Background: an optimization exercise with open tools, aiming at small area. Do not read the settings as production practice. In this exercise RTL edits were held to simulation tests only and were not proved equivalent to the original.

**design/flow/flow/run.sh**
```bash
#!/bin/bash
# Standard ORFS layout (the standard.sh) with two changes:
#  - port buffers use the smallest buffer cell instead of the default choice
#  - clock tree synthesis without dummy load cells
set -e
export BUFFER_PORTS_ARGS="-buffer_cell sky130_fd_sc_hd__buf_1"
export CTS_ARGS="-sink_clustering_enable -repair_clock_nets -dont_use_dummy_load -buf_list sky130_fd_sc_hd__clkbuf_8 -sink_clustering_size 50 -sink_clustering_max_diameter 100"
bash standard.sh > standard.log 2>&1
```
**design/flow/standard.sh**
```bash
#!/bin/bash
# synth_recipe.tcl (not shown) runs the flow's synth.tcl, then flattens the netlist and writes it again
# the make line also repeats each setting of config.mk as NAME=value (left out here)
make -C /OpenROAD-flow-scripts/flow DESIGN_CONFIG=/design/flow/config.mk WORK_HOME=/design/flow/orfs CLKGATE_MAP_FILE= SYNTH_SCRIPT=/design/flow/synth_recipe.tcl "${@:-finish}"
```
**design/flow/config.mk**
```make
export PLATFORM = sky130hd
export DESIGN_NAME = colour_change
export DESIGN_NICKNAME = colour_change
export VERILOG_FILES = /design/flow/design.v
export SDC_FILE = /design/flow/constraint.sdc
export NUM_CORES = 4
export LEC_CHECK = 0
export CAP_MARGIN = 20
export CORE_MARGIN = 2
export CORE_UTILIZATION = 40
export CTS_BUF_LIST = sky130_fd_sc_hd__clkbuf_8
export CTS_CLUSTER_DIAMETER = 100
export CTS_CLUSTER_SIZE = 50
export SLEW_MARGIN = 20
export SYNTH_HIERARCHICAL = 1
```
**design/flow/constraint.sdc**
```tcl
create_clock -name core_clock -period 20.0 [get_ports {clk}]
set_input_delay 4.0000 -clock core_clock [delete_from_list [all_inputs] [get_ports {clk}]]
set_output_delay 4.0000 -clock core_clock [all_outputs]
set_load 0.01 [all_outputs]
```
**design/flow/design.v**
```verilog
module skin_detection(input [23:0] px, output skin);
    wire sk0 = px[1] & px[8];
    wire sk1, sk2;
    fa sk1_i(px[0], px[2], px[9], sk1, sk2);
    wire sk3 = sk0 & sk1;
    wire sk4, sk5;
    fa sk4_i(px[1], px[3], px[10], sk4, sk5);
    wire sk6, sk7;
    fa sk6_i(sk2, sk4, sk3, sk6, sk7);
    wire sk8, sk9;
    fa sk8_i(px[2], px[4], px[11], sk8, sk9);
    wire sk10, sk11;
    fa sk10_i(sk5, sk8, sk7, sk10, sk11);
    wire sk12 = ~(sk10 ^ sk6);
    wire sk13 = sk10 & ~sk6;
    wire sk14, sk15;
    fa sk14_i(px[3], px[5], px[8], sk14, sk15);
    wire sk16, sk17;
    fa sk16_i(px[12], sk9, sk14, sk16, sk17);
    wire sk18, sk19;
    fa sk18_i(sk16, sk6, sk11, sk18, sk19);
    wire sk20, sk21;
    ha sk20_i(sk13, sk18, sk20, sk21);
    wire sk22, sk23;
    fa sk22_i(px[4], px[6], px[8], sk22, sk23);
    wire sk24, sk25;
    fa sk24_i(px[9], px[13], sk15, sk24, sk25);
    wire sk26, sk27;
    fa sk26_i(sk22, sk17, sk24, sk26, sk27);
    wire sk28, sk29;
    fa sk28_i(sk26, sk19, sk21, sk28, sk29);
    wire sk30, sk31;
    fa sk30_i(px[0], px[5], px[7], sk30, sk31);
    wire sk32, sk33;
    fa sk32_i(px[9], px[10], px[14], sk32, sk33);
    wire sk34, sk35;
    fa sk34_i(sk23, sk30, sk32, sk34, sk35);
    wire sk36, sk37;
    fa sk36_i(sk25, sk34, sk27, sk36, sk37);
    wire sk38, sk39;
    ha sk38_i(sk36, sk29, sk38, sk39);
    wire sk40, sk41;
    fa sk40_i(px[16], px[1], px[6], sk40, sk41);
    wire sk42, sk43;
    fa sk42_i(px[10], px[11], px[15], sk42, sk43);
    wire sk44, sk45;
    fa sk44_i(sk31, sk33, sk40, sk44, sk45);
    wire sk46, sk47;
    fa sk46_i(sk42, sk35, sk44, sk46, sk47);
    wire sk48, sk49;
    fa sk48_i(sk46, sk37, sk39, sk48, sk49);
    wire sk50, sk51;
    fa sk50_i(px[17], px[0], px[2], sk50, sk51);
    wire sk52, sk53;
    fa sk52_i(px[7], px[11], px[12], sk52, sk53);
    wire sk54, sk55;
    fa sk54_i(sk41, sk43, sk50, sk54, sk55);
    wire sk56, sk57;
    fa sk56_i(sk52, sk45, sk54, sk56, sk57);
    wire sk58, sk59;
    fa sk58_i(sk47, sk56, sk49, sk58, sk59);
    wire sk60, sk61;
    fa sk60_i(px[18], px[1], px[3], sk60, sk61);
    wire sk62, sk63;
    fa sk62_i(px[12], px[13], sk51, sk62, sk63);
    wire sk64, sk65;
    fa sk64_i(sk53, sk60, sk55, sk64, sk65);
    wire sk66, sk67;
    fa sk66_i(sk62, sk57, sk64, sk66, sk67);
    wire sk68, sk69;
    fa sk68_i(sk66, sk59, sk58, sk68, sk69);
    wire sk70, sk71;
    fa sk70_i(px[19], px[2], px[4], sk70, sk71);
    wire sk72, sk73;
    fa sk72_i(px[13], px[14], sk61, sk72, sk73);
    wire sk74, sk75;
    fa sk74_i(sk70, sk63, sk72, sk74, sk75);
    wire sk76, sk77;
    fa sk76_i(sk65, sk74, sk67, sk76, sk77);
    wire sk78, sk79;
    ha sk78_i(sk76, sk69, sk78, sk79);
    wire sk80, sk81;
    fa sk80_i(px[20], px[3], px[5], sk80, sk81);
    wire sk82, sk83;
    fa sk82_i(px[14], px[15], sk71, sk82, sk83);
    wire sk84, sk85;
    fa sk84_i(sk80, sk73, sk82, sk84, sk85);
    wire sk86, sk87;
    fa sk86_i(sk75, sk84, sk77, sk86, sk87);
    wire sk88, sk89;
    ha sk88_i(sk86, sk79, sk88, sk89);
    wire sk90, sk91;
    fa sk90_i(px[21], px[4], px[6], sk90, sk91);
    wire sk92, sk93;
    fa sk92_i(px[15], sk81, sk90, sk92, sk93);
    wire sk94, sk95;
    fa sk94_i(sk83, sk92, sk85, sk94, sk95);
    wire sk96, sk97;
    fa sk96_i(sk94, sk87, sk89, sk96, sk97);
    wire sk98, sk99;
    fa sk98_i(px[22], px[5], px[7], sk98, sk99);
    wire sk100, sk101;
    fa sk100_i(sk91, sk98, sk93, sk100, sk101);
    wire sk102, sk103;
    fa sk102_i(sk100, sk95, sk97, sk102, sk103);
    wire sk104, sk105;
    fa sk104_i(px[23], px[6], sk99, sk104, sk105);
    wire sk106, sk107;
    fa sk106_i(sk104, sk101, sk103, sk106, sk107);
    wire sk108, sk109;
    fa sk108_i(px[7], sk105, sk107, sk108, sk109);
    wire sk110 = ~(sk108 ^ sk109);
    wire sk111 = px[8] ^ sk6;
    wire sk112 = ~(px[8] | sk6);
    wire sk113, sk114;
    fa sk113_i(px[9], sk112, sk12, sk113, sk114);
    wire sk115, sk116;
    fa sk115_i(px[8], sk114, sk20, sk115, sk116);
    wire sk117 = ~sk115;
    wire sk118, sk119;
    fa sk118_i(px[9], px[10], sk117, sk118, sk119);
    wire sk120, sk121;
    fa sk120_i(px[9], sk116, sk28, sk120, sk121);
    wire sk122, sk123;
    ha sk122_i(px[11], sk119, sk122, sk123);
    wire sk124 = ~(sk120 ^ sk122);
    wire sk125 = sk120 & ~sk122;
    wire sk126, sk127;
    fa sk126_i(px[10], sk38, sk121, sk126, sk127);
    wire sk128 = ~px[12];
    wire sk129, sk130;
    fa sk129_i(sk128, sk126, sk125, sk129, sk130);
    wire sk131 = ~(sk129 ^ sk123);
    wire sk132 = sk129 & ~sk123;
    wire sk133, sk134;
    fa sk133_i(px[11], sk48, sk127, sk133, sk134);
    wire sk135, sk136;
    fa sk135_i(sk133, sk130, sk132, sk135, sk136);
    wire sk137, sk138;
    ha sk137_i(px[13], sk135, sk137, sk138);
    wire sk139, sk140;
    fa sk139_i(px[13], px[14], sk58, sk139, sk140);
    wire sk141, sk142;
    fa sk141_i(px[12], sk134, sk136, sk141, sk142);
    wire sk143, sk144;
    fa sk143_i(sk139, sk138, sk141, sk143, sk144);
    wire sk145, sk146;
    fa sk145_i(px[8], px[15], sk140, sk145, sk146);
    wire sk147, sk148;
    fa sk147_i(px[13], sk68, sk142, sk147, sk148);
    wire sk149, sk150;
    ha sk149_i(sk139, sk145, sk149, sk150);
    wire sk151 = ~sk149;
    wire sk152, sk153;
    fa sk152_i(sk151, sk144, sk147, sk152, sk153);
    wire sk154, sk155;
    fa sk154_i(px[9], sk146, sk150, sk154, sk155);
    wire sk156, sk157;
    fa sk156_i(px[14], sk78, sk148, sk156, sk157);
    wire sk158 = ~sk154;
    wire sk159, sk160;
    fa sk159_i(sk158, sk153, sk156, sk159, sk160);
    wire sk161, sk162;
    fa sk161_i(px[15], sk88, sk157, sk161, sk162);
    wire sk163 = ~px[10];
    wire sk164, sk165;
    fa sk164_i(sk163, sk160, sk161, sk164, sk165);
    wire sk166 = ~(sk164 ^ sk155);
    wire sk167 = sk164 & ~sk155;
    wire sk168, sk169;
    fa sk168_i(sk96, sk162, sk165, sk168, sk169);
    wire sk170, sk171;
    fa sk170_i(px[11], sk167, sk168, sk170, sk171);
    wire sk172, sk173;
    fa sk172_i(sk102, sk169, sk171, sk172, sk173);
    wire sk174, sk175;
    ha sk174_i(px[11], px[12], sk174, sk175);
    wire sk176 = ~(sk172 ^ sk174);
    wire sk177 = sk172 & ~sk174;
    wire sk178, sk179;
    fa sk178_i(sk106, sk173, sk177, sk178, sk179);
    wire sk180 = ~sk178;
    wire sk181, sk182;
    fa sk181_i(px[13], sk175, sk180, sk181, sk182);
    wire sk183, sk184;
    fa sk183_i(px[14], sk108, sk182, sk183, sk184);
    wire sk185, sk186;
    ha sk185_i(sk179, sk183, sk185, sk186);
    wire sk187, sk188;
    fa sk187_i(px[15], sk184, sk183, sk187, sk188);
    wire sk189 = ~sk187;
    wire sk190, sk191;
    fa sk190_i(sk110, sk186, sk189, sk190, sk191);
    wire sk192 = sk188 ^ sk191;
    wire sk193 = px[16] ^ sk6;
    wire sk194 = ~(px[16] | sk6);
    wire sk195, sk196;
    fa sk195_i(px[17], sk194, sk12, sk195, sk196);
    wire sk197, sk198;
    fa sk197_i(px[16], sk196, sk20, sk197, sk198);
    wire sk199, sk200;
    ha sk199_i(px[17], px[18], sk199, sk200);
    wire sk201 = ~(sk197 ^ sk199);
    wire sk202 = sk197 & ~sk199;
    wire sk203, sk204;
    fa sk203_i(px[17], sk198, sk28, sk203, sk204);
    wire sk205 = ~px[19];
    wire sk206, sk207;
    fa sk206_i(sk205, sk202, sk203, sk206, sk207);
    wire sk208 = ~(sk206 ^ sk200);
    wire sk209 = sk206 & ~sk200;
    wire sk210, sk211;
    fa sk210_i(px[18], sk38, sk204, sk210, sk211);
    wire sk212, sk213;
    fa sk212_i(sk207, sk210, sk209, sk212, sk213);
    wire sk214, sk215;
    ha sk214_i(px[20], sk212, sk214, sk215);
    wire sk216, sk217;
    fa sk216_i(px[19], sk48, sk211, sk216, sk217);
    wire sk218, sk219;
    fa sk218_i(sk216, sk213, sk215, sk218, sk219);
    wire sk220, sk221;
    ha sk220_i(px[20], px[21], sk220, sk221);
    wire sk222 = ~(sk218 ^ sk220);
    wire sk223 = sk218 & ~sk220;
    wire sk224, sk225;
    fa sk224_i(px[22], sk221, sk58, sk224, sk225);
    wire sk226, sk227;
    fa sk226_i(px[20], sk217, sk219, sk226, sk227);
    wire sk228 = ~sk224;
    wire sk229, sk230;
    fa sk229_i(sk228, sk223, sk226, sk229, sk230);
    wire sk231, sk232;
    fa sk231_i(px[16], px[23], sk225, sk231, sk232);
    wire sk233, sk234;
    fa sk233_i(px[21], sk68, sk227, sk233, sk234);
    wire sk235 = ~sk231;
    wire sk236, sk237;
    fa sk236_i(sk235, sk230, sk233, sk236, sk237);
    wire sk238, sk239;
    fa sk238_i(px[22], sk78, sk234, sk238, sk239);
    wire sk240 = ~px[17];
    wire sk241, sk242;
    fa sk241_i(sk240, sk237, sk238, sk241, sk242);
    wire sk243 = ~(sk241 ^ sk232);
    wire sk244 = sk241 & ~sk232;
    wire sk245, sk246;
    fa sk245_i(px[23], sk88, sk239, sk245, sk246);
    wire sk247, sk248;
    fa sk247_i(sk242, sk245, sk244, sk247, sk248);
    wire sk249, sk250;
    ha sk249_i(px[18], sk247, sk249, sk250);
    wire sk251, sk252;
    fa sk251_i(sk96, sk246, sk248, sk251, sk252);
    wire sk253 = ~px[18];
    wire sk254, sk255;
    fa sk254_i(sk253, sk250, sk251, sk254, sk255);
    wire sk256 = ~(sk254 ^ px[19]);
    wire sk257 = sk254 & ~px[19];
    wire sk258, sk259;
    fa sk258_i(sk102, sk252, sk255, sk258, sk259);
    wire sk260, sk261;
    fa sk260_i(px[20], sk257, sk258, sk260, sk261);
    wire sk262, sk263;
    fa sk262_i(sk106, sk259, sk261, sk262, sk263);
    wire sk264 = ~sk262;
    wire sk265, sk266;
    fa sk265_i(px[20], px[21], sk264, sk265, sk266);
    wire sk267, sk268;
    fa sk267_i(px[22], sk108, sk266, sk267, sk268);
    wire sk269 = ~(sk263 ^ sk267);
    wire sk270 = sk263 & ~sk267;
    wire sk271, sk272;
    ha sk271_i(px[23], sk268, sk271, sk272);
    wire sk273 = ~sk271;
    wire sk274, sk275;
    fa sk274_i(sk110, sk270, sk273, sk274, sk275);
    wire sk276 = sk272 ^ sk275;
    assign skin = (~(sk110) | (~(~sk108) & (~(sk106) | (~(sk102) & (~(sk96) | (~(sk88) & (~(sk78) | (~(sk68) & (~(~sk58) | (~(sk48) | (~(sk38) | (~(sk28) & (~(sk20) & (~(sk12) | ~(~sk6))))))))))))))) & (~(sk192) & (~(sk190) & (~(sk185) | (~(~sk181) | (~(sk176) & (~(sk170) | (~(sk166) | (~(sk159) | (~(sk152) & (~(sk143) & (~(sk137) | (~(sk131) & (~(sk124) | (~(~sk118) | (~(sk113) & ~(sk111)))))))))))))))) & (~(sk276) & (~(sk274) & (~(sk269) | (~(~sk265) & (~(sk260) | (~(sk256) & (~(sk249) & (~(sk243) | (~(sk236) & (~(sk229) & (~(sk222) & (~(sk214) & (~(sk208) & ~(sk201))))))))))))));
endmodule
module fa(input a, input b, input c, output s, output co);
    assign s = a ^ b ^ c;
    assign co = (a & b) | (a & c) | (b & c);
endmodule
module ha(input a, input b, output s, output co);
    assign s = a ^ b;
    assign co = a & b;
endmodule
module position(input [23:0] px, output [7:0] grey);
    wire [2:0] gr_t3;
    grey_r3 u_t3(.r(px[23:16]), .q(gr_t3));
    wire gr0 = (px[6] & px[7]) | (px[6] & px[2]) | (px[7] & px[2]);
    wire gr1 = ~px[2];
    wire gr2, gr3;
    fa gr2_i(px[0], gr1, gr0, gr2, gr3);
    wire gr4 = gr2 & ~px[3];
    wire gr5, gr6;
    fa gr5_i(px[0], px[1], gr3, gr5, gr6);
    wire gr7 = ~px[4];
    wire gr8 = (gr7 & gr4) | (gr7 & gr5) | (gr4 & gr5);
    wire gr9, gr10;
    fa gr9_i(px[1], px[2], gr6, gr9, gr10);
    wire gr11 = ~px[5];
    wire gr12 = (gr11 & gr8) | (gr11 & gr9) | (gr8 & gr9);
    wire gr13, gr14;
    fa gr13_i(px[2], px[3], gr10, gr13, gr14);
    wire gr15 = ~px[6];
    wire gr16 = (gr15 & gr12) | (gr15 & gr13) | (gr12 & gr13);
    wire gr17, gr18;
    fa gr17_i(px[0], px[3], px[4], gr17, gr18);
    wire gr19, gr20;
    fa gr19_i(gr17, gr14, gr16, gr19, gr20);
    wire gr21 = gr19 & ~px[7];
    wire gr22 = px[14] & ~px[12];
    wire gr23, gr24;
    fa gr23_i(px[12], px[13], px[15], gr23, gr24);
    wire gr25 = (px[8] & gr22) | (px[8] & gr23) | (gr22 & gr23);
    wire gr26, gr27;
    fa gr26_i(px[14], gr24, gr25, gr26, gr27);
    wire gr28 = ~gr26;
    wire gr29 = (px[8] & px[9]) | (px[8] & gr28) | (px[9] & gr28);
    wire gr30 = ~px[10];
    wire gr31, gr32;
    fa gr31_i(px[15], gr30, gr27, gr31, gr32);
    wire gr33 = gr31 & ~gr29;
    wire gr34, gr35;
    fa gr34_i(px[8], gr32, gr33, gr34, gr35);
    wire gr36 = gr34 & ~px[11];
    wire gr37, gr38;
    fa gr37_i(px[9], gr35, gr36, gr37, gr38);
    wire gr39 = gr37 & ~px[12];
    wire gr40, gr41;
    fa gr40_i(px[10], gr38, gr39, gr40, gr41);
    wire gr42 = gr40 & ~px[13];
    wire gr43, gr44;
    fa gr43_i(px[1], px[4], px[5], gr43, gr44);
    wire gr45, gr46;
    fa gr45_i(px[11], gr18, gr43, gr45, gr46);
    wire gr47, gr48;
    fa gr47_i(gr45, gr_t3[0], gr20, gr47, gr48);
    wire gr49, gr50;
    fa gr49_i(gr21, gr47, gr41, gr49, gr50);
    wire gr51, gr52;
    fa gr51_i(px[14], gr42, gr49, gr51, gr52);
    wire gr53, gr54;
    fa gr53_i(px[2], px[5], px[6], gr53, gr54);
    wire gr55, gr56;
    fa gr55_i(px[12], gr44, gr53, gr55, gr56);
    wire gr57, gr58;
    fa gr57_i(gr46, gr55, gr_t3[1], gr57, gr58);
    wire gr59, gr60;
    fa gr59_i(gr57, gr48, gr50, gr59, gr60);
    wire gr61, gr62;
    ha gr61_i(px[14], px[15], gr61, gr62);
    wire gr63 = ~gr61;
    wire gr64, gr65;
    fa gr64_i(gr63, gr52, gr59, gr64, gr65);
    wire gr66, gr67;
    fa gr66_i(px[3], px[6], px[7], gr66, gr67);
    wire gr68, gr69;
    fa gr68_i(px[13], gr54, gr66, gr68, gr69);
    wire gr70, gr71;
    fa gr70_i(gr56, gr68, gr_t3[2], gr70, gr71);
    wire gr72, gr73;
    fa gr72_i(gr58, gr70, gr60, gr72, gr73);
    wire gr74 = ~gr62;
    wire gr75, gr76;
    fa gr75_i(gr74, gr65, gr72, gr75, gr76);
    wire gr77, gr78;
    fa gr77_i(px[4], px[7], px[14], gr77, gr78);
    wire gr79, gr80;
    fa gr79_i(gr67, gr77, gr69, gr79, gr80);
    wire gr81, gr82;
    fa gr81_i(gr79, gr71, gr73, gr81, gr82);
    wire gr83 = ~(gr81 ^ gr76);
    wire gr84 = gr81 & ~gr76;
    wire gr85, gr86;
    fa gr85_i(px[5], px[15], gr78, gr85, gr86);
    wire gr87, gr88;
    fa gr87_i(gr85, gr80, gr82, gr87, gr88);
    wire gr89, gr90;
    fa gr89_i(gr76, gr84, gr87, gr89, gr90);
    wire gr91, gr92;
    fa gr91_i(px[6], gr86, gr88, gr91, gr92);
    wire gr93, gr94;
    fa gr93_i(gr90, gr91, gr89, gr93, gr94);
    wire gr95, gr96;
    fa gr95_i(px[7], gr92, gr94, gr95, gr96);
    wire gr97 = ~(gr95 ^ gr93);
    wire gr98 = gr95 & ~gr93;
    wire gr99 = gr93 ^ gr96 ^ gr98;
    assign grey = {~gr99, gr97, ~gr93, ~gr89, gr83, gr75, gr64, gr51};
endmodule
module grey_r3(input [7:0] r, output reg [2:0] q);
    always @* case (r)
        8'd0: q = 3'd0;
        8'd1: q = 3'd0;
        8'd2: q = 3'd0;
        8'd3: q = 3'd0;
        8'd4: q = 3'd0;
        8'd5: q = 3'd0;
        8'd6: q = 3'd0;
        8'd7: q = 3'd0;
        8'd8: q = 3'd0;
        8'd9: q = 3'd0;
        8'd10: q = 3'd0;
        8'd11: q = 3'd0;
        8'd12: q = 3'd0;
        8'd13: q = 3'd0;
        8'd14: q = 3'd0;
        8'd15: q = 3'd0;
        8'd16: q = 3'd0;
        8'd17: q = 3'd0;
        8'd18: q = 3'd0;
        8'd19: q = 3'd0;
        8'd20: q = 3'd0;
        8'd21: q = 3'd0;
        8'd22: q = 3'd0;
        8'd23: q = 3'd0;
        8'd24: q = 3'd0;
        8'd25: q = 3'd0;
        8'd26: q = 3'd0;
        8'd27: q = 3'd0;
        8'd28: q = 3'd0;
        8'd29: q = 3'd0;
        8'd30: q = 3'd0;
        8'd31: q = 3'd0;
        8'd32: q = 3'd0;
        8'd33: q = 3'd0;
        8'd34: q = 3'd1;
        8'd35: q = 3'd1;
        8'd36: q = 3'd1;
        8'd37: q = 3'd1;
        8'd38: q = 3'd1;
        8'd39: q = 3'd1;
        8'd40: q = 3'd1;
        8'd41: q = 3'd1;
        8'd42: q = 3'd1;
        8'd43: q = 3'd1;
        8'd44: q = 3'd1;
        8'd45: q = 3'd1;
        8'd46: q = 3'd1;
        8'd47: q = 3'd1;
        8'd48: q = 3'd1;
        8'd49: q = 3'd1;
        8'd50: q = 3'd1;
        8'd51: q = 3'd1;
        8'd52: q = 3'd1;
        8'd53: q = 3'd1;
        8'd54: q = 3'd1;
        8'd55: q = 3'd1;
        8'd56: q = 3'd1;
        8'd57: q = 3'd1;
        8'd58: q = 3'd1;
        8'd59: q = 3'd1;
        8'd60: q = 3'd1;
        8'd61: q = 3'd1;
        8'd62: q = 3'd1;
        8'd63: q = 3'd1;
        8'd64: q = 3'd1;
        8'd65: q = 3'd1;
        8'd66: q = 3'd1;
        8'd67: q = 3'd2;
        8'd68: q = 3'd2;
        8'd69: q = 3'd2;
        8'd70: q = 3'd2;
        8'd71: q = 3'd2;
        8'd72: q = 3'd2;
        8'd73: q = 3'd2;
        8'd74: q = 3'd2;
        8'd75: q = 3'd2;
        8'd76: q = 3'd2;
        8'd77: q = 3'd2;
        8'd78: q = 3'd2;
        8'd79: q = 3'd2;
        8'd80: q = 3'd2;
        8'd81: q = 3'd2;
        8'd82: q = 3'd2;
        8'd83: q = 3'd2;
        8'd84: q = 3'd2;
        8'd85: q = 3'd2;
        8'd86: q = 3'd2;
        8'd87: q = 3'd2;
        8'd88: q = 3'd2;
        8'd89: q = 3'd2;
        8'd90: q = 3'd2;
        8'd91: q = 3'd2;
        8'd92: q = 3'd2;
        8'd93: q = 3'd2;
        8'd94: q = 3'd2;
        8'd95: q = 3'd2;
        8'd96: q = 3'd2;
        8'd97: q = 3'd2;
        8'd98: q = 3'd2;
        8'd99: q = 3'd2;
        8'd100: q = 3'd3;
        8'd101: q = 3'd3;
        8'd102: q = 3'd3;
        8'd103: q = 3'd3;
        8'd104: q = 3'd3;
        8'd105: q = 3'd3;
        8'd106: q = 3'd3;
        8'd107: q = 3'd3;
        8'd108: q = 3'd3;
        8'd109: q = 3'd3;
        8'd110: q = 3'd3;
        8'd111: q = 3'd3;
        8'd112: q = 3'd3;
        8'd113: q = 3'd3;
        8'd114: q = 3'd3;
        8'd115: q = 3'd3;
        8'd116: q = 3'd3;
        8'd117: q = 3'd3;
        8'd118: q = 3'd3;
        8'd119: q = 3'd3;
        8'd120: q = 3'd3;
        8'd121: q = 3'd3;
        8'd122: q = 3'd3;
        8'd123: q = 3'd3;
        8'd124: q = 3'd3;
        8'd125: q = 3'd3;
        8'd126: q = 3'd3;
        8'd127: q = 3'd3;
        8'd128: q = 3'd3;
        8'd129: q = 3'd3;
        8'd130: q = 3'd3;
        8'd131: q = 3'd3;
        8'd132: q = 3'd3;
        8'd133: q = 3'd3;
        8'd134: q = 3'd4;
        8'd135: q = 3'd4;
        8'd136: q = 3'd4;
        8'd137: q = 3'd4;
        8'd138: q = 3'd4;
        8'd139: q = 3'd4;
        8'd140: q = 3'd4;
        8'd141: q = 3'd4;
        8'd142: q = 3'd4;
        8'd143: q = 3'd4;
        8'd144: q = 3'd4;
        8'd145: q = 3'd4;
        8'd146: q = 3'd4;
        8'd147: q = 3'd4;
        8'd148: q = 3'd4;
        8'd149: q = 3'd4;
        8'd150: q = 3'd4;
        8'd151: q = 3'd4;
        8'd152: q = 3'd4;
        8'd153: q = 3'd4;
        8'd154: q = 3'd4;
        8'd155: q = 3'd4;
        8'd156: q = 3'd4;
        8'd157: q = 3'd4;
        8'd158: q = 3'd4;
        8'd159: q = 3'd4;
        8'd160: q = 3'd4;
        8'd161: q = 3'd4;
        8'd162: q = 3'd4;
        8'd163: q = 3'd4;
        8'd164: q = 3'd4;
        8'd165: q = 3'd4;
        8'd166: q = 3'd4;
        8'd167: q = 3'd5;
        8'd168: q = 3'd5;
        8'd169: q = 3'd5;
        8'd170: q = 3'd5;
        8'd171: q = 3'd5;
        8'd172: q = 3'd5;
        8'd173: q = 3'd5;
        8'd174: q = 3'd5;
        8'd175: q = 3'd5;
        8'd176: q = 3'd5;
        8'd177: q = 3'd5;
        8'd178: q = 3'd5;
        8'd179: q = 3'd5;
        8'd180: q = 3'd5;
        8'd181: q = 3'd5;
        8'd182: q = 3'd5;
        8'd183: q = 3'd5;
        8'd184: q = 3'd5;
        8'd185: q = 3'd5;
        8'd186: q = 3'd5;
        8'd187: q = 3'd5;
        8'd188: q = 3'd5;
        8'd189: q = 3'd5;
        8'd190: q = 3'd5;
        8'd191: q = 3'd5;
        8'd192: q = 3'd5;
        8'd193: q = 3'd5;
        8'd194: q = 3'd5;
        8'd195: q = 3'd5;
        8'd196: q = 3'd5;
        8'd197: q = 3'd5;
        8'd198: q = 3'd5;
        8'd199: q = 3'd5;
        8'd200: q = 3'd6;
        8'd201: q = 3'd6;
        8'd202: q = 3'd6;
        8'd203: q = 3'd6;
        8'd204: q = 3'd6;
        8'd205: q = 3'd6;
        8'd206: q = 3'd6;
        8'd207: q = 3'd6;
        8'd208: q = 3'd6;
        8'd209: q = 3'd6;
        8'd210: q = 3'd6;
        8'd211: q = 3'd6;
        8'd212: q = 3'd6;
        8'd213: q = 3'd6;
        8'd214: q = 3'd6;
        8'd215: q = 3'd6;
        8'd216: q = 3'd6;
        8'd217: q = 3'd6;
        8'd218: q = 3'd6;
        8'd219: q = 3'd6;
        8'd220: q = 3'd6;
        8'd221: q = 3'd6;
        8'd222: q = 3'd6;
        8'd223: q = 3'd6;
        8'd224: q = 3'd6;
        8'd225: q = 3'd6;
        8'd226: q = 3'd6;
        8'd227: q = 3'd6;
        8'd228: q = 3'd6;
        8'd229: q = 3'd6;
        8'd230: q = 3'd6;
        8'd231: q = 3'd6;
        8'd232: q = 3'd6;
        8'd233: q = 3'd6;
        8'd234: q = 3'd7;
        8'd235: q = 3'd7;
        8'd236: q = 3'd7;
        8'd237: q = 3'd7;
        8'd238: q = 3'd7;
        8'd239: q = 3'd7;
        8'd240: q = 3'd7;
        8'd241: q = 3'd7;
        8'd242: q = 3'd7;
        8'd243: q = 3'd7;
        8'd244: q = 3'd7;
        8'd245: q = 3'd7;
        8'd246: q = 3'd7;
        8'd247: q = 3'd7;
        8'd248: q = 3'd7;
        8'd249: q = 3'd7;
        8'd250: q = 3'd7;
        8'd251: q = 3'd7;
        8'd252: q = 3'd7;
        8'd253: q = 3'd7;
        8'd254: q = 3'd7;
        8'd255: q = 3'd7;
    endcase
endmodule
module colour_change #
(
    parameter DATA_WIDTH = 24
)
(
    input  wire                  clk,
    input  wire                  n_rst,
    input  wire [DATA_WIDTH-1:0] i_vid_data,
    input  wire                  i_vid_hsync,
    input  wire                  i_vid_vsync,
    input  wire                  i_vid_VDE,
    output wire [DATA_WIDTH-1:0] o_vid_data,
    output wire                  o_vid_hsync,
    output wire                  o_vid_vsync,
    output wire                  o_vid_VDE,
    input  wire [3:0]            btn,
    input  wire [3:0]            sw,
    output wire [3:0]            led
);
    assign led = 4'd0;
    wire m1 = (sw == 4'd1);
    wire m2 = (sw == 4'd2);
    wire m3 = (sw == 4'd3);
    wire fx = m1 | m2 | m3;           
    reg [23:0] d1, d2, d3;
    reg sk3;
    reg hs, vs, de;
    wire skin;
    skin_detection u_skin(.px(d2), .skin(skin));
    wire [7:0] grey;
    position u_grey(.px(d1), .grey(grey));
    reg  [10:0] h;
    wire [11:0] hc;
    wire [10:0] hinc;
    assign hc[0] = i_vid_VDE;
    genvar i;
    generate for (i = 0; i < 11; i = i + 1) begin : g_inc
        ha u_ha(.a(h[i]), .b(hc[i]), .s(hinc[i]), .co(hc[i+1]));
    end endgenerate
    wire wrap = hc[7] & h[8] & h[9] & h[10];    
    wire hkeep = n_rst & ~wrap;
    always @(posedge clk)
        h <= hinc & {11{hkeep}};
    wire band = (h > 11'd200) && (h < 11'd800);
    always @(posedge clk) begin
        d1 <= m2 ? ~i_vid_data : i_vid_data;
        d2 <= d1;
        d3 <= d2;
        sk3 <= skin;
        hs <= i_vid_hsync;
        vs <= i_vid_vsync;
        de <= i_vid_VDE;
    end
    wire s_d3  = m1 & sk3;                  
    wire s_ff  = m1 & ~sk3;                 
    wire s_d1  = m2 | (m3 & ~band);         
    wire s_gr  = m3 & band;                 
    wire s_in  = ~fx;                       
    wire [7:0] gx_n  = ~({8{s_gr}} & grey);            
    wire [7:0] gxf_n = ~(({8{s_gr}} & grey) | {8{s_ff}});  
    wire [23:0] x_n = {gxf_n, gxf_n, gx_n};
    generate for (i = 0; i < 24; i = i + 1) begin : g_out
        omux u_mux(.a1(s_d3), .a2(d3[i]), .b1(s_d1), .b2(d1[i]), .c1(s_in), .c2(i_vid_data[i]),
                   .xn(x_n[i]), .o(o_vid_data[i]));
    end endgenerate
    assign o_vid_hsync = fx ? hs : i_vid_hsync;
    assign o_vid_vsync = fx ? vs : i_vid_vsync;
    assign o_vid_VDE   = fx ? de : i_vid_VDE;
endmodule
module omux(input a1, input a2, input b1, input b2, input c1, input c2, input xn, output o);
    assign o = ~(~((a1 & a2) | (b1 & b2) | (c1 & c2)) & xn);
endmodule
```
==> run summary, run 1 <==
status=finished clean; fin crit share=0.643; critical path arrival=13.07 ns; Post-synth EDFFs=0; hpwl dp=12500 um; Overflow after GRT=0; Max Cap Viol=0; clk slew on worst S/H paths=0.10 ns; count leader, synth=fa_1; register bit total from synthesis=87; Max Root-Sink Buffers=2; Synthesis Warnings=8; R2R cell count=35; share of synthesized registers carrying an async set or reset=0; Relative slew margins=0.517; DIE WIDTH=134 um; Top FF cell, synth=dfxtp_1; GRT Resource Usage Total=0.182; CTS Buf Count=9; Total Wirelength=15100 um; largest net degree at the start of global routing=25; top-area cell type share of the netlist area=0.407; CP peak stage delay=0.66 ns; 1st-iter DRT viols=225; Sequential cell area=1740 um^2; actual slew at the worst max-slew pin=0.723 ns; Crit-path slowest cell=dfxtp_1; clock tree sinks=87; Hold Vio Cnt, Final=0; Hold-fix buffers, CTS=0; vias post-DR=4183; critical path type=reg2reg; Cell Area, Synth=6780 um^2; I/O Buffers=59; Final setup viols=0; post-synthesis sequential area ratio=0.257; Final ANT Viol Nets=0; hold path depth=0; CTS tree=done; CTS root buf=clkbuf_8; Initial Util=0.409; CP Max Fanout=8; Cell Count, Final, Fillers Out=818; # H-tree levels=3; synthesized area per cell=12.6 um^2; core area=16600 um^2; first-pass GRT wire length=24900 um; CP endpoint kind=flop; Clock Skews=0.0279 ns; Final Max Tran Viols=0; Post-CTS Resized=0; WHS=0.426 ns; Wirelength per Cell=18.5 um; hold crit path type=reg2reg; Synth area leaders=fa_1 (41%), dfxtp_1 (26%), ha_1 (7.6%), xor2_1 (3.1%), a22oi_1 (2.7%); I/O pins=68; RD Place Congestion=0.830; Clk Latency, worst-skew pair=0.36 ns; ANT cells=0; unrepaired setup endpoints after global routing=no; Synth cell types=55; Critical Path RT=20.21 ns; row count=47; DIE AREA=18000 um^2; crit-path most repeated cell=fa_1; fraction of layout cells with a size suffix above 1=0.0619; initial antenna violation count=0; Nets=816; minimum clock period=12.87 ns; Placed Cells=809; die height=134 um; DR pass1 iterations=4; DRC=0; area delta synth->final=7.86%; Post-CTS Setup Bufs=0; Post-Synthesis Cells=539; Fill cells=1574; Max Fclk=0.0777 GHz; crit path launch type=flop; total negative slack=0 ns; vias in the first global route=4770; Vias/cell=5.11; Synth top cells by count=fa_1 (138), dfxtp_1 (87), inv_1 (43); cell taking the most area after synthesis=fa_1; area taken by multi-input logic gates=4770 um^2
-- per-module statistics from Yosys, one instance, submodules excluded --
module / flip-flops and latches / cell area, um^2 / cells inside / times used
colour_change: 87 / 2450 / 177 / 1
fa: 0 / 20.0 / 1 / 138
grey_r3: 0 / 136 / 21 / 1
ha: 0 / 12.5 / 1 / 26
omux: 0 / 16.3 / 3 / 24
position: 0 / 245 / 36 / 1
skin_detection: 0 / 469 / 69 / 1
-- state kept, by name (all words and copies together), names as in the netlist --
signal,cells
vs,1
h,11
d2,24
de,1
d1,24
sk3,1
hs,1
d3,24
-- worst paths after layout --
check / from / to / slack, ns
worst max-delay path: d2[9]$_DFF_P_ / sk3$_DFF_P_ / 7.13
worst max register to register: d2[9]$_DFF_P_ / sk3$_DFF_P_ / 7.13
worst min-delay path: d1[22]$_DFF_P_ / d2[22]$_DFF_P_ / 0.43
worst min register to register: d1[22]$_DFF_P_ / d2[22]$_DFF_P_ / 0.43
-- through the flow --
step | util | setup slack (ns) | instance area [um^2]
floorplan | - | 7.86 | 6790
global placement | 0.434 | 7.23 | 7190
detailed placement | 0.434 | 7.10 | 7190
CTS | 0.441 | 7.05 | 7310
global route | 0.441 | 6.61 | 7310
finish | 0.441 | 7.13 | 7310
-- cell families (layout without fill, tap and decap cells) --
kind of cell    after synthesis  count (layout)  synth area share
simple gates                115             115            0.0950
compound gates               64              64            0.0740
buf+inv                      58             114            0.0432
mux                           3               3           0.00498
flops                        87              87             0.257
other cells                   1               4          0.000553
xor+xnor                     29              29            0.0375
fa+ha+maj                   182             182             0.488
-- metal layers --
layer  routed length [um]  part of all wire  GRT usage  vias to the layer above
li1                     -                 -          -                     1916
met1                 6410              0.42      0.233                     2160
met2                 7820              0.52      0.317                       89
met3                  485             0.032     0.0242                       18
met4                  429             0.028     0.0637                        0
met5                    0                 0          0                        -
-- layout make-up --
cell class                 count  area share
clock buffer                   9      0.0169
inverter                      43      0.0221
multi-input combinational    397       0.652
sequential                    87       0.238
tap                          220      0.0376
timing repair buffer          62      0.0334
-- critical path, delay by kind of cell, from the launching register on --
| kind | cells | cell delay, ns |
|---|---|---|
| fa+ha+maj | 27 | 10.80 |
| compound gates | 2 | 0.72 |
| flops | 1 | 0.66 |
| simple gates | 2 | 0.35 |
| buf+inv | 4 | 0.21 |
-- layout by cell type (no fill, tap or decap), types with 3 or more instances in the layout --
master,Yosys,final
nor3_1,7,7
buf_1,0,59
o2111ai_1,3,3
xor2_1,24,24
a22oi_1,24,24
inv_1,43,43
nand2_1,33,33
and2_1,11,11
ha_1,41,41
nand4_1,3,3
clkbuf_8,0,9
mux2_2,3,3
nand3_1,27,27
nor2_1,5,5
and4_2,7,7
dfxtp_1,87,87
a21oi_1,13,13
buf_4,9,3
fa_1,138,138
nor2b_1,9,9
xnor2_1,5,5
a31oi_1,4,3
conb_1,1,4
==> inputs of run 2 (changes only) <==
==> design/flow/run.sh (new file) <==
#!/bin/bash
# synth_recipe.tcl (not shown) runs the flow's synth.tcl, then flattens the netlist and writes it again
# the make line also repeats each setting of config.mk as NAME=value (left out here)
make -C /OpenROAD-flow-scripts/flow DESIGN_CONFIG=/design/flow/config.mk WORK_HOME=/design/flow/orfs CLKGATE_MAP_FILE= SYNTH_SCRIPT=/design/flow/synth_recipe.tcl finish
removed: design/flow/flow/run.sh
removed: design/flow/standard.sh
==> run 2 against run 1 <==
Still clean on timing, DRC and antenna. Utilization up 2.8 points. Sequential share of layout area decreased by 1.4 points. Hold slack got worse by 0.0065 ns. Non-clock buffer count unchanged. Synthesized area stayed put. Die area did not move. Design area increased by 6.2%. Critical path depth shrank 10. Largest cell class unchanged.
==> run summary, run 2 <==
CP Max Fanout=6; top-area cell type share of the netlist area=0.407; fin crit share=0.665; Post-CTS Setup Bufs=0; Crit-path slowest cell=dfxtp_1; R2R cell count=35; WHS=0.420 ns; Hold-fix buffers, CTS=0; clock tree sinks=87; Worst R2R End=sk3$_DFF_P_; 1st-iter DRT viols=198; Clk Latency, worst-skew pair=0.36 ns; I/O pins=68; area delta synth->final=14.6%; complex-gate fraction of the synthesized area=0.0740; Max Cap Viol=0; crit path launch type=flop; DIE WIDTH=134 um; Nets=816; met1 Track Usage GR=0.237; Final ANT Viol Nets=0; CTS tree=done; DIE AREA=18000 um^2; largest family of logic cells by synthesized area=adder cells; Cell Area, Synth=6780 um^2; unrepaired setup endpoints after global routing=no; CP endpoint kind=output port; Post-Synth XOR/XNOR Area=0.0375; ANT cells=0; simple-gate share of the synthesized area=0.0950; register bit total from synthesis=87; Synth area leaders=fa_1 (41%), dfxtp_1 (26%), ha_1 (7.6%), xor2_1 (3.1%), a22oi_1 (2.7%); Max Root-Sink Buffers=2; minimum clock period=13.29 ns; commonest non-fill, non-tap cell in the layout=fa_1; critical path arrival=9.29 ns; vias post-DR=4243; Largest regs=d1 (24), d2 (24), d3 (24); Top FF cell, synth=dfxtp_1; worst hold endpoint=d2[16]$_DFF_P_; hold crit path type=reg2reg; total negative slack=0 ns; largest net degree at the start of global routing=25; Vias/cell=5.15; critical path type=reg2out; core area=16600 um^2; I/O Buffers=59; hold path depth=0; GRT Resource Usage Total=0.182; cell taking the most area after synthesis=fa_1; Clock Skews=0.0101 ns; row count=47; CTS Buf Count=9; Relative slew margins=0.486; Max Fclk=0.0752 GHz; Synth top cells by count=fa_1 (138), dfxtp_1 (87), inv_1 (43); mux cell area share after synthesis=0.00498; vias in the first global route=4750; Placed Cells=809; FF-to-FF setup slack=7.07 ns; Fill cells=1495; share of synthesized registers carrying an async set or reset=0; hpwl dp=12600 um; RD Place Congestion=0.835; DRC=0; synthesized area per cell=12.6 um^2; clk slew on worst S/H paths=0.09 ns; Wirelength per Cell=18.5 um; Post-Synthesis Cells=539; fraction of layout cells with a size suffix above 1=0.0695; Cell Count, Final, Fillers Out=824; grt met2 use=0.323; post-synthesis sequential area ratio=0.257; status=finished clean; # H-tree levels=3; CTS root buf=clkbuf_8; Overflow after GRT=0; worst flop-to-flop path startpoint=d2[9]$_DFF_P_; first-pass GRT wire length=25200 um; DR pass1 iterations=4; busiest grt layer=met2; Post-CTS Resized=0; crit-path most repeated cell=fa_1; Post-synth EDFFs=0; actual slew at the worst max-slew pin=0.769 ns; count leader, synth=fa_1; CP peak stage delay=0.59 ns; die height=134 um; Initial Util=0.409; Post-Synth Adder-Cell Area=0.488; Hold Vio Cnt, Final=0; Final Max Tran Viols=0; Final setup viols=0; Total Wirelength=15300 um; Critical Path RT=16.00 ns; Synthesis Warnings=8; met3 usage in global routing=0.0246; most frequent cells in the layout=fa_1 (138), dfxtp_1 (87), clkdlybuf4s50_1 (59); Synth cell types=55; initial antenna violation count=0; worst hold start=d1[16]$_DFF_P_
run 2: cell counts after synthesis:
Identical to the previous run, type by type.
run 2: Yosys stat by module, one instance, submodules excluded, a selection:
module / times used / flops+latches / cells inside
colour_change: 1 / 87 / 177
fa: 138 / 0 / 1
ha: 26 / 0 / 1
omux: 24 / 0 / 3
position: 1 / 0 / 36
skin_detection: 1 / 0 / 69
run 2: kinds of logic after synthesis:
kind of cell	Yosys count
xor+xnor	29
flops	87
compound gates	64
fa+ha+maj	182
buf+inv	58
other cells	1
simple gates	115
mux	3
run 2: per-stage QoR:
step / worst slack [ns] / util / cell area [um^2]
6_report: 6.71 / 0.469 / 7770
5_1_grt: 6.40 / 0.469 / 7770
4_1_cts: 6.72 / 0.469 / 7770
3_5_place_dp: 7.02 / 0.456 / 7560
3_3_place_gp: 7.18 / 0.456 / 7560
2_1_floorplan: 7.86 / - / 6790
run 2: worst max-delay path by stage:
stage / start / end / slack, ns / cells after the start
2_1_floorplan: d2[9]$_DFF_P_ / sk3$_DFF_P_ / 7.86 / 35
3_3_place_gp: d2[9]$_DFF_P_ / sk3$_DFF_P_ / 7.18 / 35
3_5_place_dp: d2[9]$_DFF_P_ / sk3$_DFF_P_ / 7.02 / 35
4_1_cts: d1[15]$_DFF_P_ / o_vid_data[23] / 6.72 / 25
5_1_grt: d1[15]$_DFF_P_ / o_vid_data[23] / 6.40 / 25
6_report: d1[15]$_DFF_P_ / o_vid_data[23] / 6.71 / 25
run 2: area by class of cell:
cell class / instances / area [um^2] / area share
well taps: 220 / 275 / 0.0354
flip-flops and latches: 87 / 1740 / 0.224
multi-input cells: 397 / 4770 / 0.614
repair buffers: 62 / 613 / 0.0789
inverters: 43 / 161 / 0.0208
clock inverters: 6 / 87.6 / 0.0113
clock buffers: 9 / 124 / 0.0159
run 2: critical path, delay by kind of cell, from the launching register on:
kind	cells	cell delay, ns
simple gates	5	0.87
buf+inv	1	0.55
fa+ha+maj	16	6.53
flops	1	0.59
xor+xnor	2	0.31
compound gates	1	0.10
run 2: per-layer routing:
metal,vias to the layer above,share of wire
met3,17,0.037
li1,1923,-
met5,-,0
met2,95,0.53
met4,0,0.014
met1,2208,0.42
==> inputs of run 3 (changes only) <==
==> design/flow/flow/run.sh (new file) <==
#!/bin/bash
# Layout flow: the standard ORFS flow (standard.sh) with
#  1. port buffers of the smallest buffer cell (buffer_ports -buffer_cell buf_1);
#  2. clock tree synthesis without dummy load cells;
#  3. after the standard synthesis, the combinational cells other than the
#     adder cells are re-mapped by ABC for area (registers, adders and tie
#     cells are kept as they are, so every register keeps its name and cell).
# Each tool's output goes to a log file of its own in this folder.
set -euo pipefail
export BUFFER_PORTS_ARGS="-buffer_cell sky130_fd_sc_hd__buf_1"
export CTS_ARGS="-sink_clustering_enable -repair_clock_nets -dont_use_dummy_load -buf_list sky130_fd_sc_hd__clkbuf_8 -sink_clustering_size 50 -sink_clustering_max_diameter 100"

bash standard.sh synth > synth.log 2>&1

RES=orfs/results/$FLOW_PLATFORM/colour_change/base
LOGD=orfs/logs/$FLOW_PLATFORM/colour_change/base
LIB=$FLOW_HOME/platforms/$FLOW_PLATFORM/lib/sky130_fd_sc_hd__tt_025C_1v80.lib
YOSYS=$FLOW_HOME/../tools/install/yosys/bin/yosys
[ -x "$YOSYS" ] || YOSYS=yosys

cp $RES/1_2_yosys.v synth_netlist.v
KEEP='sky130_fd_sc_hd__(fa_1|ha_1|dfxtp_1|conb_1)$'
CELLS=$(grep -o 'sky130_fd_sc_hd__[a-z0-9_]*' synth_netlist.v | sort -u | grep -Ev "$KEEP" || true)
python3 flow/cellfuncs.py $LIB cellfuncs.v $CELLS > cellfuncs.log 2>&1
DONT_USE=$(grep -m1 '^abc -script' $LOGD/1_2_yosys.log | grep -o '\-dont_use [^ ]*' | tr '\n' ' ')
cat > resynth.ys <<EOT
read_liberty -lib $LIB
read_verilog -overwrite cellfuncs.v
read_verilog synth_netlist.v
hierarchy -top $FLOW_TOP
flatten
techmap
opt -fast
hierarchy -top $FLOW_TOP
abc -liberty $LIB $DONT_USE -script flow/resynth.abc
setundef -zero
splitnets
opt_clean -purge
hilomap -singleton -hicell sky130_fd_sc_hd__conb_1 HI -locell sky130_fd_sc_hd__conb_1 LO
opt_clean -purge
stat -liberty $LIB
write_verilog -noattr -noexpr -nohex -nodec resynth_netlist.v
EOT
$YOSYS -s resynth.ys > resynth.log 2>&1
cp resynth_netlist.v $RES/1_2_yosys.v
rm -f $RES/1_synth.odb

bash standard.sh > standard.log 2>&1
==> design/flow/flow/cellfuncs.py (new file) <==
#!/usr/bin/env python3
"""Write Verilog models of the combinational single-output cells of a
liberty file (their 'function' attributes), so that Yosys can flatten a mapped
netlist back to plain logic.  Usage: cellfuncs.py LIB OUT.v [cells used...]"""
import re, sys
lib = open(sys.argv[1]).read()
used = set(sys.argv[3:])
out = []
for body in re.split(r'\n\s*cell\s*\(', lib)[1:]:
    name = re.match(r'\s*"?(\w+)"?', body).group(1)
    if used and name not in used:
        continue
    if re.search(r'\b(ff|latch|statetable)\s*\(', body):
        continue
    pins = re.findall(r'pin\s*\(\s*"?(\w+)"?\s*\)\s*\{(.*?)\n\s{8}\}', body, re.S)
    ins, outs = [], []
    for p, pb in pins:
        d = re.search(r'direction\s*:\s*"?(\w+)"?', pb)
        if not d:
            continue
        if d.group(1) == 'input':
            ins.append(p)
        elif d.group(1) == 'output':
            f = re.search(r'function\s*:\s*"([^"]*)"', pb)
            outs.append((p, f.group(1) if f else None))
    if len(outs) != 1 or outs[0][1] is None:
        continue
    o, f = outs[0]
    e = f.replace('!', '~').replace('*', '&').replace('+', '|')
    e = re.sub(r'(\w)\s+(?=[\w(~])', r'\1 & ', e)  # implicit AND by space
    e = re.sub(r'\)\s+(?=[\w(~])', r') & ', e)
    out.append("module %s(%s);\n  input %s;\n  output %s;\n  assign %s = %s;\nendmodule\n" % (
        name, ", ".join(ins + [o]), ", ".join(ins), o, o, e))
open(sys.argv[2], 'w').write("\n".join(out))
==> design/flow/flow/resynth.abc (new file) <==
strash
dch -f
map -a
strash
dch -f
map -a
topo
==> design/flow/standard.sh (new file) <==
#!/bin/bash
# synth_recipe.tcl (not shown) runs the flow's synth.tcl, then flattens the netlist and writes it again
# the make line also repeats each setting of config.mk as NAME=value (left out here)
make -C /OpenROAD-flow-scripts/flow DESIGN_CONFIG=/design/flow/config.mk WORK_HOME=/design/flow/orfs CLKGATE_MAP_FILE= SYNTH_SCRIPT=/design/flow/synth_recipe.tcl "${@:-finish}"
removed: design/flow/run.sh
==> run 3 against run 2 <==
Still clean. Synthesized cell count grew 0.19%. Count of clock-buffer cells in the layout did not move. Maximum frequency rose by 2.9%. Utilization fell by 1.7 points. Setup slack gained 0.38 ns.
==> run summary, run 3 <==
I/O pins=68; clk slew on worst S/H paths=0.09 ns; Post-CTS Resized=0; most frequent cells in the layout=fa_1 (138), dfxtp_1 (87), clkinv_1 (64); Wirelength per Cell=17.1 um; vias post-DR=4094; CP startpoint=d2[9]$_DFF_P_; core area=15800 um^2; R2R cell count=37; crit-path most repeated cell=fa_1; Placed Cells=823; CP endpoint kind=flop; DIE WIDTH=131 um; Critical Path Sink=sk3$_DFF_P_; Place WS=6.97 ns; minimum clock period=12.91 ns; actual slew at the worst max-slew pin=1.06 ns; Relative slew margins=0.287; hold crit path type=reg2reg; Critical Path RT=20.31 ns; Worst R2R End=sk3$_DFF_P_; total negative slack=0 ns; critical path type=reg2reg; fin crit share=0.646; 1st-iter DRT viols=216; CTS tree=done; clock tree sinks=87; status=finished clean; worst flop-to-flop path startpoint=d2[9]$_DFF_P_; initial antenna violation count=0; vias in the first global route=4643; crit path launch type=flop; Crit-path slowest cell=dfxtp_1; GRT Resource Usage Total=0.182; Post-CTS Setup Bufs=0; CP peak stage delay=0.70 ns; # H-tree levels=3; CTS root buf=clkbuf_8; die height=131 um; final worst slack=7.09 ns; Clock Skews=0.0279 ns; hpwl dp=11700 um; CP Max Fanout=8; placed inst area=7020 um^2; Core Util, Final=0.451; Clk Latency, worst-skew pair=0.36 ns; largest net degree at the start of global routing=27; Final setup viols=0; FF-to-FF setup slack=7.09 ns; RD Place Congestion=0.818; CTS Buf Count=9; fraction of layout cells with a size suffix above 1=0.0357; Final Max Tran Viols=0; ANT cells=0; Cell Area, Synth=6470 um^2; final instance area=7140 um^2; row count=46; Max Cap Viol=0; Post-Synthesis Cells=540; unrepaired setup endpoints after global routing=no; Final ANT Viol Nets=0; I/O Buffers=59; Max Fclk=0.0774 GHz; DRC=0; synthesized area per cell=12.0 um^2; commonest non-fill, non-tap cell in the layout=fa_1; first-pass GRT wire length=24400 um; WHS=0.379 ns; Hold Vio Cnt, Final=0; Synthesis Warnings=8; Initial Util=0.409; Largest regs=d1 (24), d2 (24), d3 (24); Overflow after GRT=0; Cell Count, Final, Fillers Out=832; Nets=834; Total Wirelength=14300 um; Hold-fix buffers, CTS=0; critical path arrival=13.22 ns; DIE AREA=17200 um^2; area delta synth->final=10.5%; DR pass1 iterations=5; Max Root-Sink Buffers=2; Fill cells=1445; Vias/cell=4.92
-- run 3: worst min path at each step --
stage	from	endpoint	slack, ns	cells past startpoint
2_1_floorplan	d1[16]$_DFF_P_	d2[16]$_DFF_P_	0.35	0
3_3_place_gp	d1[19]$_DFF_P_	d2[19]$_DFF_P_	0.36	0
3_5_place_dp	d1[19]$_DFF_P_	d2[19]$_DFF_P_	0.37	0
4_1_cts	d1[19]$_DFF_P_	d2[19]$_DFF_P_	0.38	0
5_1_grt	d1[19]$_DFF_P_	d2[19]$_DFF_P_	0.38	0
6_report	d1[19]$_DFF_P_	d2[19]$_DFF_P_	0.38	0
-- run 3: metal layers --
layer / share of wire / global-route usage / up-vias
li1: - / - / 1909
met1: 0.45 / 0.260 / 2078
met2: 0.49 / 0.290 / 96
met3: 0.054 / 0.0351 / 11
met4: 0.011 / 0.0386 / 0
met5: 0 / 0 / -
-- run 3: layout make-up --
class,instances,area (um^2),area share
Inverter,64,240,0.0336
Tap cell,216,270,0.0378
Multi-Input combinational cell,392,4510,0.631
Timing Repair Buffer,64,259,0.0363
Clock buffer,9,124,0.0173
Sequential cell,87,1740,0.244
-- run 3: worst max-delay path: cells and delay by family (launching register included) --
family                     cells  cell delay, ns
DFF                            1            0.70
adders and majority gates     27           10.82
and+or+nand+nor                4            0.29
buffers and inverters          4            0.31
AOI/OAI and AO/OA              2            0.75

==> static timing again, ports no longer ideal <==
The flow's constraints put no driver on any port. The routed layouts listed below were extracted and timed again, unchanged, in two steps. Step 1, drivers: a clkbuf_16 drives clk and a buf_2 each remaining input, both assumed. Step 2 moves the port delays by t, midway between the first and last clock arrival at a register: inputs arrive t later, outputs are due t later. That takes back most of the time a late clock gives input paths. a / b / c = ideal / step 1 / step 2; a / b = the first two.
| run | t (ns) | setup slack, ns | worst setup path after step 2 | worst register clock-pin slew, ns | cell pins on the clock port's net |
|---|---|---|---|---|---|
| run 1 | 0.377 | 7.132 / 7.132 / 7.132 | register to register | 0.10 / 0.10 | 1 |
| run 2 | 0.380 | 6.708 / 6.678 / 7.058 | register to output | 0.09 / 0.09 | 1 |
| run 3 | 0.374 | 7.085 / 7.085 / 7.085 | register to register | 0.09 / 0.09 | 1 |
After both steps setup and hold are still met in every run listed.
